From an optimization exercise on the open Yosys and OpenROAD flow, aimed at small area and a short achievable clock period; shortcuts taken in it are not production practice. In this exercise RTL edits were held to simulation tests only and were not proved equivalent to the original. Power and IR drop assume default switching activity.

==> flow/design.v (outline; a module is shown in full before it is edited, if it fits) <==
// module pipeline_sum: 514 lines
module pipeline_sum (
    input clk,
    input [15:0] a, b,
    output [31:0] r
);
  // ...
==> flow/flow/run.sh <==
#!/bin/bash
set -euo pipefail
MARGIN=25.5
PLAT="$FLOW_HOME/platforms/sky130hd/config.mk"
BASE=$(sed -n '/^export DONT_USE_CELLS += /,/^#/p' "$PLAT" | grep -o 'sky130_fd_sc_hd__[a-z0-9_]*' | tr '\n' ' ')
EXTRA=""
for c in maj3_1 maj3_2 maj3_4 fa_1 fa_2 fa_4 fah_1 fahcin_1 fahcon_1 ha_1 ha_2 ha_4; do
  EXTRA="$EXTRA sky130_fd_sc_hd__$c"
done
bash standard.sh SETUP_SLACK_MARGIN=$MARGIN SETUP_MOVE_SEQUENCE=sizeup,swap SKIP_GATE_CLONING=1 \
  "BUFFER_PORTS_ARGS=-buffer_cell sky130_fd_sc_hd__buf_1" \
  "DONT_USE_CELLS=$BASE$EXTRA" finish > make_finish.log 2>&1
==> flow/standard.sh <==
#!/bin/bash
# synth_recipe.tcl (not shown) runs the flow's synth.tcl, then flattens the netlist and writes it again
# the make line also repeats each setting of config.mk as NAME=value (left out here)
make -C /OpenROAD-flow-scripts/flow DESIGN_CONFIG=/design/flow/config.mk WORK_HOME=/design/flow/orfs CLKGATE_MAP_FILE= SYNTH_SCRIPT=/design/flow/synth_recipe.tcl "${@:-finish}"
==> flow/config.mk <==
export PLATFORM = sky130hd
export DESIGN_NAME = pipeline_sum
export DESIGN_NICKNAME = pipeline_sum
export VERILOG_FILES = /design/flow/design.v
export SDC_FILE = /design/flow/constraint.sdc
export NUM_CORES = 4
export LEC_CHECK = 0
export ABC_AREA = 1
export CAP_MARGIN = 20
export CORE_MARGIN = 2
export CORE_UTILIZATION = 55
export SLEW_MARGIN = 20
==> flow/constraint.sdc <==
create_clock -name core_clock -period 36.0 [get_ports {clk}]
set_input_delay 7.2000 -clock core_clock [delete_from_list [all_inputs] [get_ports {clk}]]
set_output_delay 7.2000 -clock core_clock [all_outputs]
set_load 0.01 [all_outputs]
==> reports/metrics.csv, run 1 <==
stage,metric,value,unit
status,outcome,"complete, no violations",
setup_path,worst-path maximum fanout,3,
route,met3 WL,999,µm
route,max layer used,met4,
layout,Syn-to-layout area delta,5.02,%
sta,fin crit share,26.2,%
sta,slew margin rel.,47.0,%
sta,max-slew violation count,0,
power_and_ir_drop,cell-internal power,0.000240,W
synthesis,synth cell count leaders,"nand2_1, inv_1, nor2_1, nand3_1, xor2_1",
worst_hold_path,hold endpoint,q14_c2,
synthesis,library cells used by synthesis,71,
layout,FF+latch count,111,
layout,final net count,1870,
synthesis,Post-Synth XOR/XNOR Area,14.2,%
floorplanning,DIE WIDTH,147,µm
route,routed vias,10800,
clocking,CTS buffer count,9,
route,DR vias/cell,5.09,
placement,Final HPWL DP,22.4,mm
clocking,# clock sinks,111,
setup_path,CP Depth,15,
power_and_ir_drop,Sw Share,39.9,%
route,DRC Markers,0,
floorplanning,chip height,147,µm
synthesis,top-area cell type share of the netlist area,19.8,%
sta,final hold vios,0,
layout,share of cells above drive strength 1,10.5,%
power_and_ir_drop,P_clk,0.000102,W
layout,count of non-CTS inverters in the layout,247,
layout,final core occ,58.6,%
layout,clock tree cell share of total cell area,2.69,%
setup_path,Worst Setup EP,ra_c1[14],
power_and_ir_drop,peak supply drop,0.0000235,V
synthesis,Post-synth EDFFs,0,
layout,diodes inserted,0,
clocking,Longest Clk Path Bufs,2,
synthesis,Ys Warns,1,
placement,Cells after DPL,2096,
==> inputs of run 2 (changes only) <==
--- a/flow/flow/run.sh
+++ b/flow/flow/run.sh
@@ -1,6 +1,6 @@
 #!/bin/bash
 set -euo pipefail
-MARGIN=25.5
+MARGIN=26
 PLAT="$FLOW_HOME/platforms/sky130hd/config.mk"
 BASE=$(sed -n '/^export DONT_USE_CELLS += /,/^#/p' "$PLAT" | grep -o 'sky130_fd_sc_hd__[a-z0-9_]*' | tr '\n' ' ')
 EXTRA=""
==> run 2 against run 1 <==
Design area is 1.4% higher. Count of clock-buffer cells in the layout unchanged. Synthesized area did not move. Utilization grew 0.82 points. Total power grew 0.49%. First-iteration DRC count down 6.3%. Global-route usage is the same. Critical path depth unchanged. Largest cell class unchanged. Combinational power is essentially flat. Critical path type unchanged. Die area stayed put. Still clean.
==> reports/metrics.csv, run 2 <==
stage,metric,value,unit,change
status,outcome,"complete, no violations",,unchanged
clocking,later-pin clock latency in the skew report,0.36,ns,about the same
clocking,CTS buffer count,9,,unchanged
grt,GRT Total Usage,25.9,%,unchanged
sta,final setup fails,0,,unchanged
power_and_ir_drop,PD cells,33.7,mW/mm²,was 34.0 mW/mm²
layout,fin cells,2112,,unchanged
synthesis,"area leader, netlist",dfxtp_1,,unchanged
sta,slew margin rel.,48.4,%,was 47.0%
setup_path,CP startpoint kind,input pin,,unchanged
setup_path,worst-path maximum fanout,3,,unchanged
synthesis,top-area cell type share of the netlist area,19.8,%,unchanged
grt,pin count of the biggest net entering global routing,28,,unchanged
synthesis,synthesized instance count,1824,,unchanged
placement,GP Congestion,0.926,,unchanged
sta,setup_tns,0,ns,unchanged
synthesis,Area contributors post-synth,"dfxtp_1, nand2_1, xor2_1",,unchanged
synthesis,Ys Warns,1,,unchanged
sta,min Tclk post-route,9.41,ns,was 9.42 ns
sta,final hold vios,0,,unchanged
layout,"commonest cells after routing, fill and taps aside","nand2_1, inv_1, nor2_1, nand3_1, xor2_1",,unchanged
flow_run,max-capacitance violation count,0,,unchanged
clocking,root buffer cell,clkbuf_16,,unchanged
synthesis,synthesized area,0.0112,mm²,unchanged
sta,Slew @ Worst Pin,0.771,ns,was 0.794 ns
layout,final net count,1870,,unchanged
layout,diodes inserted,0,,unchanged
worst_hold_path,Min-Delay Path Class,reg2reg,,unchanged
route,DRT iter0 DRCs,570,,was 608
floorplanning,Initial Util,55.8,%,unchanged
floorplanning,row count,52,,unchanged
grt,first-pass GRT wire length,45.8,mm,unchanged
clocking,Clock H-tree levels,3,,unchanged
grt,vias in the first global route,9600,,unchanged
sta,max-slew violation count,0,,unchanged
route,DRC Markers,0,,unchanged
floorplanning,die area,0.0215,mm²,unchanged
synthesis,synth cell count leaders,"nand2_1, inv_1, nor2_1, nand3_1, xor2_1",,unchanged
power_and_ir_drop,Lkg Pwr,5.94,nW,was 5.91 nW
grt,number of antenna violations at the first check in global routing,0,,unchanged
synthesis,most frequent cell after synthesis,nand2_1,,unchanged
clocking,CTS tree,built,,unchanged
sta,Clock Skew,0.0178,ns,was 0.0172 ns
placement,Cells after DPL,2096,,unchanged
floorplanning,# IOs,65,,unchanged
setup_path,critical path class,in2reg,,unchanged
layout,share of cells above drive strength 1,12.1,%,was 10.5%
layout,Syn-to-layout area delta,6.49,%,was 5.02%
route,DR vias/cell,5.08,,was 5.09
synthesis,sequential area share after synthesis,19.8,%,unchanged
synthesis,Syn Area/Cell,6.15,µm²,unchanged
clocking,Longest Clk Path Bufs,2,,unchanged
route,Final ANT Viol Nets,0,,unchanged
route,Wirelength per Cell,13.1,µm,was 13.0 µm
grt,GR Overflow Total,0,,unchanged
route,DR pass1 iterations,5,,unchanged
floorplanning,Core Area,0.0201,mm²,unchanged
floorplanning,chip height,147,µm,unchanged
power_and_ir_drop,peak supply drop,0.0000235,V,about the same
setup_path,CP endpoint kind,flip-flop,,unchanged
setup_path,Worst Path Arrival,9.68,ns,about the same
route,routed vias,10700,,was 10800
layout,final core occ,59.4,%,was 58.6%
clocking,clk slew on worst S/H paths,0.09,ns,about the same
sta,fmax,106,MHz,about the same
clocking,Post-CTS Hold Buffers,0,,unchanged
setup_path,"Req. time, crit path",36.26,ns,about the same
floorplanning,DIE WIDTH,147,µm,unchanged
synthesis,Synth Flop Type,dfxtp_1,,unchanged
synthesis,Post-synth EDFFs,0,,unchanged
synthesis,"FFs w/ async S/R, synth",0,%,unchanged
setup_path,r2r setup slk,26.91,ns,was 26.63 ns
placement,pre-CTS setup slack,26.03,ns,unchanged
sta,fin crit share,26.1,%,was 26.2%
clocking,# clock sinks,111,,unchanged
route,final wirelength,27.6,mm,was 27.5 mm
synthesis,post-synthesis register bit count,111,,unchanged
sta,final setup margin,26.59,ns,was 26.58 ns
layout,"commonest non-fill, non-tap cell in the layout",nand2_1,,unchanged
synthesis,library cells used by synthesis,71,,unchanged
placement,Final HPWL DP,22.4,mm,unchanged
sta,RSZ-0062 raised after global routing,false,,unchanged
placement,Buffers on Ports,50,,unchanged
==> run 2: worst paths after layout <==
check / startpoint / endpoint / depth (start not counted)
min: q14_c1 / q14_c2 / 0
max reg2reg: bb_c1[6] / ra_c2[13] / 84
min reg2reg: q14_c1 / q14_c2 / 0
max: b[9] / ra_c1[14] / 15
==> run 2: logic make-up after synthesis <==
kind of cell | count (synthesis) | synth area share [%]
buffers and inverters | 318 | 12.5
flip-flops | 111 | 19.8
multiplexers | 2 | 0.179
other | 1 | 0.0334
AO/OA/AOI/OAI | 201 | 11.2
AND/OR/NAND/NOR | 1028 | 42.1
XOR/XNOR | 163 | 14.2
==> run 2: layout make-up <==
cell class / instances / area, µm²
Clock buffer: 9 / 225
Tap cell: 270 / 338
Inverter: 247 / 957
Multi-Input combinational cell: 1408 / 7810
Timing Repair Buffer: 60 / 270
Sequential cell: 111 / 2250
Clock inverter: 7 / 91.3
Fill cell: 2024 / 8160
==> run 2: report_power, final <==
| group | internal, W | switching (W) | total (W) |
|---|---|---|---|
| registers | 0.000135 | 0.0000118 | 0.000147 |
| clock network | 0.0000503 | 0.0000518 | 0.000102 |
| logic | 0.0000555 | 0.0000974 | 0.000153 |
| total | 0.000241 | 0.000161 | 0.000402 |
==> run 2: through the flow <==
stage               hold slack (ns)  total power (W)  cell area, µm²
finish                        0.332         0.000402           11900
floorplan                     0.310         0.000276           11300
CTS                           0.334         0.000402           11700
global route                  0.337         0.000433           11900
detailed placement            0.312         0.000300           11400
global placement              0.310         0.000298           11400
==> run 2: critical path, cell delays in order <==
cell and delay (ns):
buf_1 0.08, nor4_1 0.35, nand4_1 0.38, nor2_1 0.26
nand2_1 0.09, o21ai_0 0.20, a21boi_0 0.14, nand2_1 0.08
nand2_1 0.07, a21oi_1 0.12, inv_1 0.07, a21o_1 0.16
o21ba_2 0.25, nand3b_1 0.09, xor2_1 0.14
==> run 2: metal layers <==
layer / global-route usage, % / up-vias / wire length [µm]
li1: - / 5767 / -
met2: 45.7 / 185 / 13200
met4: 6.99 / 0 / 602
met3: 2.95 / 34 / 1060
met5: 0 / - / 0
met1: 33.4 / 4753 / 12700
==> run 2: timing repair <==
item | in CTS | in global routing
setup endpoints to repair | 0 | 23
endpoints found under the hold margin | 0 | 0
resized for setup | 0 | 58
setup buffers | 0 | 0
==> inputs of run 3 (changes only) <==
==> flow/flow/run.sh (replaced) <==
#!/bin/bash
set -euo pipefail
MARGIN=25.5
PLAT="$FLOW_HOME/platforms/sky130hd/config.mk"
BASE=$(sed -n '/^export DONT_USE_CELLS += /,/^#/p' "$PLAT" | grep -o 'sky130_fd_sc_hd__[a-z0-9_]*' | tr '\n' ' ')
EXTRA=""
for c in xor3_1 xor3_2 xor3_4 xnor3_1 xnor3_2 xnor3_4 maj3_1 maj3_2 maj3_4 fa_1 fa_2 fa_4 fah_1 fahcin_1 fahcon_1 ha_1 ha_2 ha_4; do
  EXTRA="$EXTRA sky130_fd_sc_hd__$c"
done
bash standard.sh SETUP_SLACK_MARGIN=$MARGIN SETUP_MOVE_SEQUENCE=sizeup,swap SKIP_GATE_CLONING=1 \
  "BUFFER_PORTS_ARGS=-buffer_cell sky130_fd_sc_hd__buf_1" \
  "DONT_USE_CELLS=$BASE$EXTRA" finish > make_finish.log 2>&1
==> run 3 against run 2 <==
Global-route usage up 0.14 points. Die area about the same. Clock power barely moved. Still clean. Design area fell by 1.8%. Worst setup slack worse by 0.054 ns.
==> reports/metrics.csv, run 3 <==
stage,metric,value,unit,change
grt,number of antenna violations at the first check in global routing,0,,unchanged
setup_path,most common cell type on the critical path,nand2_1,,unchanged
sta,setup_tns,0,ns,unchanged
sta,min Tclk post-route,9.47,ns,was 9.41 ns
sta,Slew @ Worst Pin,0.779,ns,was 0.771 ns
flow_run,max-capacitance violation count,0,,unchanged
route,Final ANT Viol Nets,0,,unchanged
power_and_ir_drop,PD cells,34.1,mW/mm²,was 33.7 mW/mm²
synthesis,post-synthesis register bit count,111,,unchanged
route,routed vias,10800,,was 10700
layout,"commonest non-fill, non-tap cell in the layout",nand2_1,,unchanged
floorplanning,die area,0.0216,mm²,was 0.0215 mm²
sta,RSZ-0062 raised after global routing,false,,unchanged
grt,GRT Total Usage,26.0,%,was 25.9%
grt,GR Overflow Total,0,,unchanged
layout,"commonest cells after routing, fill and taps aside","nand2_1, inv_1, nor2_1, nand3_1, xor2_1",,unchanged
setup_path,CP startpoint kind,input pin,,unchanged
placement,GP Congestion,0.947,,was 0.926
grt,pin count of the biggest net entering global routing,28,,unchanged
setup_path,"CP delay by family, top",simple AND/OR/NAND/NOR gates,,unchanged
setup_path,Worst setup startpoint,b[12],,was b[9]
power_and_ir_drop,Lkg Pwr,5.85,nW,was 5.94 nW
layout,diodes inserted,0,,unchanged
clocking,CTS tree,built,,unchanged
synthesis,library cells used by synthesis,70,,was 71
placement,Buffers on Ports,50,,unchanged
sta,Clock Skew,0.0160,ns,was 0.0178 ns
setup_path,worst-path maximum fanout,3,,unchanged
route,DR vias/cell,5.07,,was 5.08
floorplanning,chip height,147,µm,about the same
sta,max-slew violation count,0,,unchanged
floorplanning,# IOs,65,,unchanged
sta,hold slack,0.333,ns,was 0.332 ns
synthesis,most frequent cell after synthesis,nand2_1,,unchanged
setup_path,CP Depth,15,,unchanged
clocking,root buffer cell,clkbuf_16,,unchanged
clocking,clk slew on worst S/H paths,0.08,ns,was 0.09 ns
route,final wirelength,27.8,mm,was 27.6 mm
layout,share of cells above drive strength 1,10.7,%,was 12.1%
setup_path,reg2reg end,lo_c3[9],,was ra_c2[13]
route,met2 wire length,13.0,mm,was 13.2 mm
sta,slew margin rel.,47.8,%,was 48.4%
sta,final setup margin,26.53,ns,was 26.59 ns
synthesis,Syn Area/Cell,6.11,µm²,was 6.15 µm²
setup_path,CP max stage cell,nand4_1,,unchanged
floorplanning,Initial Util,55.8,%,about the same
placement,Final HPWL DP,22.6,mm,was 22.4 mm
synthesis,Synth Flop Type,dfxtp_1,,unchanged
sta,final setup fails,0,,unchanged
setup_path,Worst Setup EP,ra_c1[14],,unchanged
synthesis,top-area cell type share of the netlist area,19.8,%,about the same
sta,fmax,106,MHz,about the same
clocking,later-pin clock latency in the skew report,0.36,ns,about the same
setup_path,"Req. time, crit path",36.26,ns,about the same
setup_path,"Buf+Inv Stages, Crit Path",2,,unchanged
placement,pre-CTS setup slack,25.97,ns,was 26.03 ns
route,DRT iter0 DRCs,493,,was 570
status,outcome,"complete, no violations",,unchanged
clocking,CTS buffer count,9,,unchanged
setup_path,"Critical Path, Cell by Cell","buf_1, nor4_1, nand4_1, nor2_1, nand2_1, o21ai_0, a21boi_0, nand2_1, nand2_1, a21oi_1, inv_1, a21o_1, o21ba_2, nand3b_1, xor2_1",,unchanged
power_and_ir_drop,peak supply drop,0.0000233,V,was 0.0000235 V
layout,Syn-to-layout area delta,4.53,%,was 6.49%
synthesis,synth cell count leaders,"nand2_1, inv_1, nor2_1, nand3_1, xor2_1",,unchanged
floorplanning,row count,52,,unchanged
grt,vias in the first global route,9594,,was 9600
synthesis,synthesized area,0.0112,mm²,about the same
sta,final hold vios,0,,unchanged
route,Metal-1 WL,12.9,mm,was 12.7 mm
synthesis,synthesized instance count,1836,,was 1824
setup_path,worst r2r src,bb_c2[2],,was bb_c1[6]
setup_path,r2r setup slk,26.69,ns,was 26.91 ns
synthesis,Area contributors post-synth,"dfxtp_1, nand2_1, xor2_1",,unchanged
route,DRC Markers,0,,unchanged
setup_path,critical path class,in2reg,,unchanged
layout,fill cell count,2068,,was 2024
clocking,# clock sinks,111,,unchanged
floorplanning,DIE WIDTH,147,µm,about the same
route,Wirelength per Cell,13.1,µm,about the same
grt,first-pass GRT wire length,45.9,mm,was 45.8 mm
clocking,Longest Clk Path Bufs,2,,unchanged
synthesis,"FFs w/ async S/R, synth",0,%,unchanged
sta,fin crit share,26.3,%,was 26.1%
setup_path,R2R depth,70,,was 84
layout,fin cells,2125,,was 2112
clocking,Post-CTS Setup Bufs,0,,unchanged
route,max layer used,met4,,unchanged
setup_path,Worst Path Arrival,9.73,ns,was 9.68 ns
synthesis,Post-synth EDFFs,0,,unchanged
route,DR pass1 iterations,6,,was 5
setup_path,CP endpoint kind,flip-flop,,unchanged
setup_path,worst stage delay on the critical path,0.40,ns,was 0.38 ns
placement,Cells after DPL,2109,,was 2096
floorplanning,Core Area,0.0201,mm²,unchanged
clocking,Clock H-tree levels,3,,unchanged
synthesis,sequential area share after synthesis,19.8,%,about the same
synthesis,Ys Warns,1,,unchanged
synthesis,"area leader, netlist",dfxtp_1,,unchanged
route,met3 WL,1.00,mm,was 1.06 mm
layout,final net count,1883,,was 1870
worst_hold_path,Min-Delay Path Class,reg2reg,,unchanged
run 3: worst min path at each step:
| stage | from | to | cells past startpoint |
|---|---|---|---|
| 2_1_floorplan | ah_c1[2] | ah_c2[10] | 0 |
| 3_3_place_gp | q15_c1 | q15_c2 | 0 |
| 3_5_place_dp | q14_c1 | q14_c2 | 0 |
| 4_1_cts | q14_c1 | q14_c2 | 0 |
| 5_1_grt | ra_c1[2] | ra_c2[2] | 0 |
| 6_report | ah_c1[2] | ah_c2[10] | 0 |
run 3: worst register-to-register path: cells and delay by family (launching register included):
family,cells,cell delay [ns]
flops,1,0.51
compound gates,24,3.29
xor+xnor,3,0.55
simple gates,37,3.89
buf+inv,6,1.01
run 3: cell type report:
class	instances	area (µm²)	share of cell area (%)
timing repair buffer	62	278	2.37
tap	270	338	2.88
sequential	111	2240	19.1
clock buffer	9	225	1.92
multi-input combinational	1418	7600	64.8
inverter	248	955	8.14
clock inverter	7	91.3	0.779
run 3: logic make-up (layout without fill, tap and decap cells):
family | Yosys count | count (layout) | synth area share [%]
buffers and inverters | 320 | 326 | 13.9
multiplexers | 2 | 2 | 0.178
flip-flops | 111 | 111 | 19.8
AND/OR/NAND/NOR | 1037 | 1037 | 41.9
other | 1 | 14 | 0.0334
XOR/XNOR | 156 | 156 | 12.4
AO/OA/AOI/OAI | 209 | 209 | 11.7
run 3: metrics by stage:
stage | utilization [%] | total power [W] | cell area [µm²]
6_report | 58.3 | 0.000400 | 11700
5_1_grt | 58.3 | 0.000432 | 11700
4_1_cts | 57.6 | 0.000401 | 11600
3_5_place_dp | 56.0 | 0.000297 | 11300
3_3_place_gp | 56.0 | 0.000296 | 11300
2_1_floorplan | - | 0.000276 | 11300
run 3: per-layer routing:
metal  vias up  GRT usage, %
li1       5794             -
met1      4745          33.5
met2       190          45.0
met3        38          2.64
met4         0          9.66
met5         -             0
run 3: power by group:
part | internal, W | total (W) | switching (W)
Clock | 0.0000504 | 0.000104 | 0.0000533
Sequential | 0.000135 | 0.000146 | 0.0000108
Combinational | 0.0000539 | 0.000150 | 0.0000962
run 3: what timing repair did:
action / 4_1_cts / 5_1_grt
setup endpoints to repair: 0 / 23
resized for setup: 0 / 42
hold buffers: 0 / 0
hold endpoints to repair: 0 / 0
==> inputs of run 4 (changes only) <==
--- a/flow/config.mk
+++ b/flow/config.mk
@@ -8,5 +8,5 @@
 export ABC_AREA = 1
 export CAP_MARGIN = 20
 export CORE_MARGIN = 2
-export CORE_UTILIZATION = 55
+export CORE_UTILIZATION = 60
 export SLEW_MARGIN = 20
==> run 4 against run 3 <==
Largest cell class unchanged. Synthesized area did not move. Sequential share of layout area increased by 0.082 points. Non-clock buffer count decreased by 2. Sequential cell count did not move. Critical endpoint unchanged. Critical path type unchanged. Global-route usage grew 2.5 points. Utilization up 4.7 points.
==> reports/metrics.csv, run 4 <==
stage,metric,value,unit,change
clocking,clk slew on worst S/H paths,0.08,ns,about the same
placement,Final HPWL DP,22.5,mm,was 22.6 mm
floorplanning,DIE WIDTH,141,µm,was 147 µm
synthesis,Syn Area/Cell,6.11,µm²,unchanged
layout,Syn-to-layout area delta,4.03,%,was 4.53%
synthesis,most frequent cell after synthesis,nand2_1,,unchanged
layout,"commonest non-fill, non-tap cell in the layout",nand2_1,,unchanged
synthesis,"FFs w/ async S/R, synth",0,%,unchanged
setup_path,CP max stage cell,nand4_1,,unchanged
sta,slew margin rel.,46.2,%,was 47.8%
floorplanning,Initial Util,60.6,%,was 55.8%
clocking,later-pin clock latency in the skew report,0.38,ns,was 0.36 ns
power_and_ir_drop,PD cells,34.5,mW/mm²,was 34.1 mW/mm²
setup_path,CP startpoint kind,input pin,,unchanged
grt,GRT Total Usage,28.5,%,was 26.0%
setup_path,critical path class,in2reg,,unchanged
power_and_ir_drop,Lkg Pwr,5.84,nW,was 5.85 nW
power_and_ir_drop,peak supply drop,0.0000346,V,was 0.0000233 V
setup_path,"Critical Path, Cell by Cell","buf_1, nor2_1, nand4_1, nor2_1, nand2_1, o21ai_0, a21boi_0, nand2_1, nand2_1, a21oi_1, inv_1, a21o_1, o21ba_2, nand3b_1, xor2_1",,"was buf_1, nor4_1, nand4_1, nor2_1, nand2_1, o21ai_0, a21boi_0, nand2_1, nand2_1, a21oi_1, inv_1, a21o_1, o21ba_2, nand3b_1, xor2_1"
sta,final hold vios,0,,unchanged
flow_run,max-capacitance violation count,0,,unchanged
floorplanning,Core Area,0.0185,mm²,was 0.0201 mm²
grt,number of antenna violations at the first check in global routing,0,,unchanged
placement,GP Congestion,0.945,,was 0.947
sta,hold slack,0.332,ns,was 0.333 ns
worst_hold_path,Hold Path Depth,0,,unchanged
layout,share of cells above drive strength 1,10.4,%,was 10.7%
placement,Buffers on Ports,50,,unchanged
setup_path,worst stage delay on the critical path,0.38,ns,was 0.40 ns
setup_path,"Req. time, crit path",36.26,ns,about the same
setup_path,CP endpoint kind,flip-flop,,unchanged
grt,pin count of the biggest net entering global routing,28,,unchanged
sta,fin crit share,26.2,%,was 26.3%
layout,fin cells,2087,,was 2125
route,DR pass1 iterations,5,,was 6
clocking,CTS tree,built,,unchanged
sta,final setup margin,26.57,ns,was 26.53 ns
clocking,Post-CTS Setup Bufs,0,,unchanged
route,routed vias,10800,,about the same
floorplanning,row count,50,,was 52
floorplanning,# IOs,65,,unchanged
route,Final ANT Viol Nets,0,,unchanged
placement,pre-CTS setup slack,25.86,ns,was 25.97 ns
clocking,CTS buffer count,9,,unchanged
synthesis,Ys Warns,1,,unchanged
synthesis,synthesized area,0.0112,mm²,unchanged
layout,"commonest cells after routing, fill and taps aside","nand2_1, inv_1, nor2_1, nand3_1, xor2_1",,unchanged
worst_hold_path,Min-Delay Path Class,reg2reg,,unchanged
setup_path,"Buf+Inv Stages, Crit Path",2,,unchanged
sta,Clock Skew,0.0242,ns,was 0.0160 ns
floorplanning,die area,0.0198,mm²,was 0.0216 mm²
setup_path,most common cell type on the critical path,nand2_1,,unchanged
synthesis,sequential area share after synthesis,19.8,%,unchanged
synthesis,library cells used by synthesis,70,,unchanged
grt,GR Overflow Total,0,,unchanged
route,DR vias/cell,5.16,,was 5.07
synthesis,synthesized instance count,1836,,unchanged
setup_path,Worst Path Arrival,9.69,ns,was 9.73 ns
route,Wirelength per Cell,13.3,µm,was 13.1 µm
sta,RSZ-0062 raised after global routing,false,,unchanged
floorplanning,chip height,141,µm,was 147 µm
sta,final setup fails,0,,unchanged
synthesis,"area leader, netlist",dfxtp_1,,unchanged
synthesis,Post-synth EDFFs,0,,unchanged
sta,setup_tns,0,ns,unchanged
route,DRC Markers,0,,unchanged
synthesis,post-synthesis register bit count,111,,unchanged
route,final wirelength,27.8,mm,about the same
setup_path,"CP delay by family, top",simple AND/OR/NAND/NOR gates,,unchanged
sta,min Tclk post-route,9.43,ns,was 9.47 ns
synthesis,top-area cell type share of the netlist area,19.8,%,unchanged
grt,first-pass GRT wire length,46.3,mm,was 45.9 mm
status,outcome,"complete, no violations",,unchanged
clocking,root buffer cell,clkbuf_16,,unchanged
clocking,Longest Clk Path Bufs,2,,unchanged
setup_path,R2R depth,93,,was 70
sta,max-slew violation count,0,,unchanged
sta,Slew @ Worst Pin,0.803,ns,was 0.779 ns
placement,Cells after DPL,2071,,was 2109
synthesis,Synth Flop Type,dfxtp_1,,unchanged
synthesis,Area contributors post-synth,"dfxtp_1, nand2_1, xor2_1",,unchanged
clocking,# clock sinks,111,,unchanged
grt,vias in the first global route,9491,,was 9594
setup_path,worst-path maximum fanout,3,,unchanged
clocking,Clock H-tree levels,3,,unchanged
synthesis,synth cell count leaders,"nand2_1, inv_1, nor2_1, nand3_1, xor2_1",,unchanged
sta,fmax,106,MHz,about the same
layout,diodes inserted,0,,unchanged
route,DRT iter0 DRCs,570,,was 493
setup_path,CP Depth,15,,unchanged
layout,final net count,1881,,was 1883
## run 4: cell count changes in the layout (fill, tap and decap cells not counted), sizes merged
cell	before	now
buf	62	60
clkinv	9	8
inv	243	244
## run 4: report_power, final
group / internal [W] / switching [W] / total, W
Sequential: 0.000135 / 0.0000119 / 0.000147
Clock: 0.0000509 / 0.0000550 / 0.000106
Combinational: 0.0000538 / 0.0000959 / 0.000150
## run 4: final cells by class
class / instances / area (µm²)
multi-input cells: 1418 / 7600
fillers: 1869 / 6850
flip-flops and latches: 111 / 2240
inverters: 248 / 955
well taps: 234 / 293
repair buffers: 60 / 263
clock buffers: 9 / 225
clock inverters: 7 / 91.3
## run 4: cell families after synthesis
family / after synthesis / share of synthesized area [%]
compound gates: 209 / 11.7
xor+xnor: 156 / 12.4
buf+inv: 320 / 13.9
flops: 111 / 19.8
mux: 2 / 0.178
other cells: 1 / 0.0334
simple gates: 1037 / 41.9
## run 4: metal layers
metal | track usage, % | vias to the layer above | wire, µm
li1 | - | 5805 | -
met1 | 38.0 | 4737 | 13200
met2 | 49.8 | 183 | 13400
met3 | 2.04 | 37 | 731
met4 | 8.05 | 0 | 574
met5 | 0 | - | 0
## run 4: worst paths after layout
| kind | start | slack (ns) | endpoint |
|---|---|---|---|
| max reg2reg | bb_c1[8] | 26.57 | ra_c2[12] |
| min reg2reg | q14_c1 | 0.33 | q14_c2 |
| max | b[4] | 26.57 | ra_c1[14] |
| min | q14_c1 | 0.33 | q14_c2 |
## run 4: timing repair
action	4_1_cts	5_1_grt
hold buffers	0	0
gates resized for setup	0	38
endpoints found under the setup margin	0	23
## run 4: worst register-to-register path: cells and delay by family (launching register included)
family / cells / cell delay, ns
and+or+nand+nor: 82 / 7.27
xor gates and xnor gates: 4 / 0.97
buffers and inverters: 6 / 0.43
DFF: 1 / 0.42
AOI/OAI and AO/OA: 1 / 0.20
## run 4: stage by stage
step	cell area [µm²]	utilization [%]	power, W
4_1_cts	11500	62.2	0.000403
3_3_place_gp	11200	60.5	0.000295
2_1_floorplan	11300	-	0.000276
6_report	11700	63.0	0.000403
5_1_grt	11700	63.0	0.000433
3_5_place_dp	11200	60.5	0.000298
==> inputs of run 5 (changes only) <==
==> flow/flow/run.sh (replaced) <==
#!/bin/bash
set -euo pipefail
MARGIN=25.5
PLAT="$FLOW_HOME/platforms/sky130hd/config.mk"
BASE=$(sed -n '/^export DONT_USE_CELLS += /,/^#/p' "$PLAT" | grep -o 'sky130_fd_sc_hd__[a-z0-9_]*' | tr '\n' ' ')
EXTRA=""
for c in  maj3_1 maj3_2 maj3_4 fa_1 fa_2 fa_4 fah_1 fahcin_1 fahcon_1 ha_1 ha_2 ha_4; do
  EXTRA="$EXTRA sky130_fd_sc_hd__$c"
done
bash standard.sh SETUP_SLACK_MARGIN=$MARGIN SETUP_MOVE_SEQUENCE=sizeup,swap SKIP_GATE_CLONING=1 \
  "BUFFER_PORTS_ARGS=-buffer_cell sky130_fd_sc_hd__buf_1" \
  "DONT_USE_CELLS=$BASE$EXTRA" finish > make_finish.log 2>&1
--- a/flow/config.mk
+++ b/flow/config.mk
@@ -8,5 +8,6 @@
 export ABC_AREA = 1
 export CAP_MARGIN = 20
 export CORE_MARGIN = 2
-export CORE_UTILIZATION = 60
+export CORE_UTILIZATION = 55
+export CTS_BUF_LIST = sky130_fd_sc_hd__clkbuf_8 sky130_fd_sc_hd__clkbuf_16
 export SLEW_MARGIN = 20
==> run 5 against run 4 <==
Non-clock buffer count unchanged. Register-to-register slack improved by 0.06 ns. Global-route usage decreased by 2.7 points. Sequential cell count did not move. Fmax grew 0.19%. Critical endpoint unchanged.
==> reports/metrics.csv, run 5 <==
stage,metric,value,unit,change
synthesis,Area contributors post-synth,"dfxtp_1, nand2_1, xor2_1",,unchanged
layout,"commonest non-fill, non-tap cell in the layout",nand2_1,,unchanged
route,Final ANT Viol Nets,0,,unchanged
placement,Cells after DPL,2096,,was 2071
power_and_ir_drop,peak supply drop,0.0000235,V,was 0.0000346 V
clocking,clk slew on worst S/H paths,0.09,ns,was 0.08 ns
floorplanning,DIE WIDTH,147,µm,was 141 µm
floorplanning,chip height,147,µm,was 141 µm
synthesis,"area leader, netlist",dfxtp_1,,unchanged
setup_path,worst r2r src,bb_c1[6],,was bb_c1[8]
clocking,Longest Clk Path Bufs,2,,unchanged
status,outcome,"complete, no violations",,unchanged
layout,Syn-to-layout area delta,5.02,%,was 4.03%
setup_path,Worst setup startpoint,b[9],,was b[4]
worst_hold_path,Hold Path Depth,0,,unchanged
placement,GP Congestion,0.926,,was 0.945
clocking,root buffer cell,clkbuf_16,,unchanged
clocking,# clock sinks,111,,unchanged
floorplanning,# IOs,65,,unchanged
setup_path,worst stage delay on the critical path,0.38,ns,about the same
synthesis,sequential area share after synthesis,19.8,%,about the same
sta,final setup fails,0,,unchanged
flow_run,max-capacitance violation count,0,,unchanged
floorplanning,Core Area,0.0201,mm²,was 0.0185 mm²
layout,fill cell count,2056,,was 1869
layout,area occupied by registers,0.00223,mm²,was 0.00224 mm²
synthesis,most frequent cell after synthesis,nand2_1,,unchanged
sta,fmax,106,MHz,about the same
layout,diodes inserted,0,,unchanged
synthesis,"FFs w/ async S/R, synth",0,%,unchanged
setup_path,CP startpoint kind,input pin,,unchanged
route,Metal-1 WL,12.8,mm,was 13.2 mm
clocking,later-pin clock latency in the skew report,0.36,ns,was 0.38 ns
sta,RSZ-0062 raised after global routing,false,,unchanged
route,met2 wire length,13.1,mm,was 13.4 mm
sta,final setup margin,26.58,ns,was 26.57 ns
clocking,Post-CTS Setup Bufs,0,,unchanged
sta,Clock Skew,0.0172,ns,was 0.0242 ns
setup_path,R2R depth,86,,was 93
synthesis,top-area cell type share of the netlist area,19.8,%,about the same
route,final wirelength,27.5,mm,was 27.8 mm
power_and_ir_drop,PD cells,34.0,mW/mm²,was 34.5 mW/mm²
setup_path,"Critical Path, Cell by Cell","buf_1, nor4_1, nand4_1, nor2_1, nand2_1, o21ai_0, a21boi_0, nand2_1, nand2_1, a21oi_1, inv_1, a21o_1, o21ba_2, nand3b_1, xor2_1",,"was buf_1, nor2_1, nand4_1, nor2_1, nand2_1, o21ai_0, a21boi_0, nand2_1, nand2_1, a21oi_1, inv_1, a21o_1, o21ba_2, nand3b_1, xor2_1"
layout,fin cells,2112,,was 2087
worst_hold_path,Hold Startpoint,q14_c1,,unchanged
synthesis,Syn Area/Cell,6.15,µm²,was 6.11 µm²
layout,Multi-input gate area,0.00768,mm²,was 0.00760 mm²
sta,Slew @ Worst Pin,0.794,ns,was 0.803 ns
floorplanning,Initial Util,55.8,%,was 60.6%
grt,first-pass GRT wire length,45.8,mm,was 46.3 mm
route,DRT iter0 DRCs,608,,was 570
synthesis,post-synthesis register bit count,111,,unchanged
clocking,CTS buffer count,9,,unchanged
setup_path,Worst Path Arrival,9.68,ns,was 9.69 ns
synthesis,Synth Flop Type,dfxtp_1,,unchanged
sta,setup_tns,0,ns,unchanged
layout,fin area,0.0118,mm²,was 0.0117 mm²
placement,pre-CTS setup slack,26.03,ns,was 25.86 ns
route,DRC Markers,0,,unchanged
grt,vias in the first global route,9600,,was 9491
sta,slew margin rel.,47.0,%,was 46.2%
grt,number of antenna violations at the first check in global routing,0,,unchanged
power_and_ir_drop,Tot Pwr,0.000400,W,was 0.000403 W
layout,share of cells above drive strength 1,10.5,%,was 10.4%
route,DR vias/cell,5.09,,was 5.16
grt,GRT Total Usage,25.9,%,was 28.5%
route,routed vias,10800,,about the same
synthesis,synthesized instance count,1824,,was 1836
grt,pin count of the biggest net entering global routing,28,,unchanged
sta,final hold vios,0,,unchanged
clocking,CTS tree,built,,unchanged
sta,fin crit share,26.2,%,about the same
sta,min Tclk post-route,9.42,ns,was 9.43 ns
setup_path,worst-path maximum fanout,3,,unchanged
sta,max-slew violation count,0,,unchanged
placement,Final HPWL DP,22.4,mm,was 22.5 mm
setup_path,"Req. time, crit path",36.26,ns,about the same
route,max layer used,met4,,unchanged
floorplanning,row count,52,,was 50
setup_path,CP max stage cell,nand4_1,,unchanged
route,DR pass1 iterations,5,,unchanged
route,met3 WL,999,µm,was 731 µm
clocking,Clock H-tree levels,3,,unchanged
synthesis,synthesized area,0.0112,mm²,about the same
placement,Buffers on Ports,50,,unchanged
setup_path,CP endpoint kind,flip-flop,,unchanged
grt,GR Overflow Total,0,,unchanged
synthesis,Ys Warns,1,,unchanged
placement,Post-DP Area,0.0114,mm²,was 0.0112 mm²
synthesis,synth cell count leaders,"nand2_1, inv_1, nor2_1, nand3_1, xor2_1",,unchanged
worst_hold_path,Min-Delay Path Class,reg2reg,,unchanged
power_and_ir_drop,Lkg Pwr,5.91,nW,was 5.84 nW
setup_path,most common cell type on the critical path,nand2_1,,unchanged
layout,"commonest cells after routing, fill and taps aside","nand2_1, inv_1, nor2_1, nand3_1, xor2_1",,unchanged
synthesis,library cells used by synthesis,71,,was 70
setup_path,critical path class,in2reg,,unchanged
route,Wirelength per Cell,13.0,µm,was 13.3 µm
synthesis,Post-synth EDFFs,0,,unchanged
layout,final net count,1870,,was 1881
floorplanning,die area,0.0215,mm²,was 0.0198 mm²
==> run 5: cell count changes after synthesis, moves of 6 or more <==
cell / previous run / this run
buf_2: 4 / 14
clkbuf_8: 16 / 1
inv_1: 228 / 216
nand2_1: 514 / 493
o21ai_1: 11 / 5
or2_1: 2 / 8
xor2_2: 0 / 8
==> run 5: logic make-up after synthesis <==
family	count (synthesis)	synth area share [%]
flip-flops	111	19.8
AND/OR/NAND/NOR	1028	42.1
other	1	0.0334
AO/OA/AOI/OAI	201	11.2
buffers and inverters	318	12.5
XOR/XNOR	163	14.2
multiplexers	2	0.179
==> run 5: final timing paths <==
path / slack (ns) / to
min: 0.33 / q14_c2
min reg2reg: 0.33 / q14_c2
max reg2reg: 26.63 / ra_c2[13]
max: 26.58 / ra_c1[14]
==> run 5: layout make-up <==
type | count | area share [%]
inverters | 247 | 8.05
repair buffers | 60 | 2.23
flip-flops and latches | 111 | 18.9
multi-input cells | 1408 | 65.2
clock inverters | 7 | 0.776
well taps | 270 | 2.87
clock buffers | 9 | 1.91
==> run 5: routing by layer <==
layer / global-route usage (%) / up-vias
met5: 0 / -
met4: 6.99 / 0
met3: 2.95 / 33
met2: 45.7 / 203
met1: 33.4 / 4740
li1: - / 5774
==> run 5: repair_timing <==
| item | 4_1_cts | 5_1_grt |
|---|---|---|
| hold buffers | 0 | 0 |
| resized for setup | 0 | 14 |
| setup endpoints to repair | 0 | 11 |
| endpoints found under the hold margin | 0 | 0 |
==> run 5: critical path, delay by kind of cell <==
family / cells / cell delay [ns]
simple gates: 7 / 1.32
xor+xnor: 1 / 0.15
compound gates: 5 / 0.87
buf+inv: 2 / 0.15
==> run 5: stage by stage <==
step / hold WS, ns / util, %
6_report: 0.332 / 58.6
5_1_grt: 0.337 / 58.6
4_1_cts: 0.334 / 58.3
3_5_place_dp: 0.312 / 56.7
3_3_place_gp: 0.310 / 56.7
2_1_floorplan: 0.310 / -
==> run 5: power breakdown <==
group          switching, W  total, W  internal [W]
logic             0.0000965  0.000151     0.0000547
clock network     0.0000517  0.000102     0.0000503
registers         0.0000117  0.000147      0.000135
total              0.000160  0.000400      0.000240

## afterwards: timing with drivers on the ports
The flow's constraints put no driver on any port. The routed layouts listed below were extracted and timed again, unchanged, in two steps.
Step 1 assumes that a clkbuf_16 drives the clock port and a buf_2 every other input.
Step 2 also shifts input and output timing later by t, the mid clock arrival at the registers, as if the neighbouring blocks saw the same clock.
Slacks: ideal ports / drivers / drivers and shift; pairs: ideal ports / drivers.
run | shift t [ns] | setup WS [ns] | latest minus earliest clock arrival (ns)
run 1 | 0.401 | 26.584 / 26.609 / 26.208 | 0.017 / 0.017
run 2 | 0.402 | 26.588 / 26.614 / 26.211 | 0.018 / 0.017
run 3 | 0.406 | 26.535 / 26.564 / 26.158 | 0.017 / 0.016
run 4 | 0.413 | 26.566 / 26.569 / 26.183 | 0.024 / 0.024
run 5 | 0.401 | 26.584 / 26.609 / 26.208 | 0.017 / 0.017
After both steps setup and hold are still met in every run listed. For run 4, which loses most, drivers alone change the setup slack by +0.003 ns; drivers and shift together by -0.383 ns.
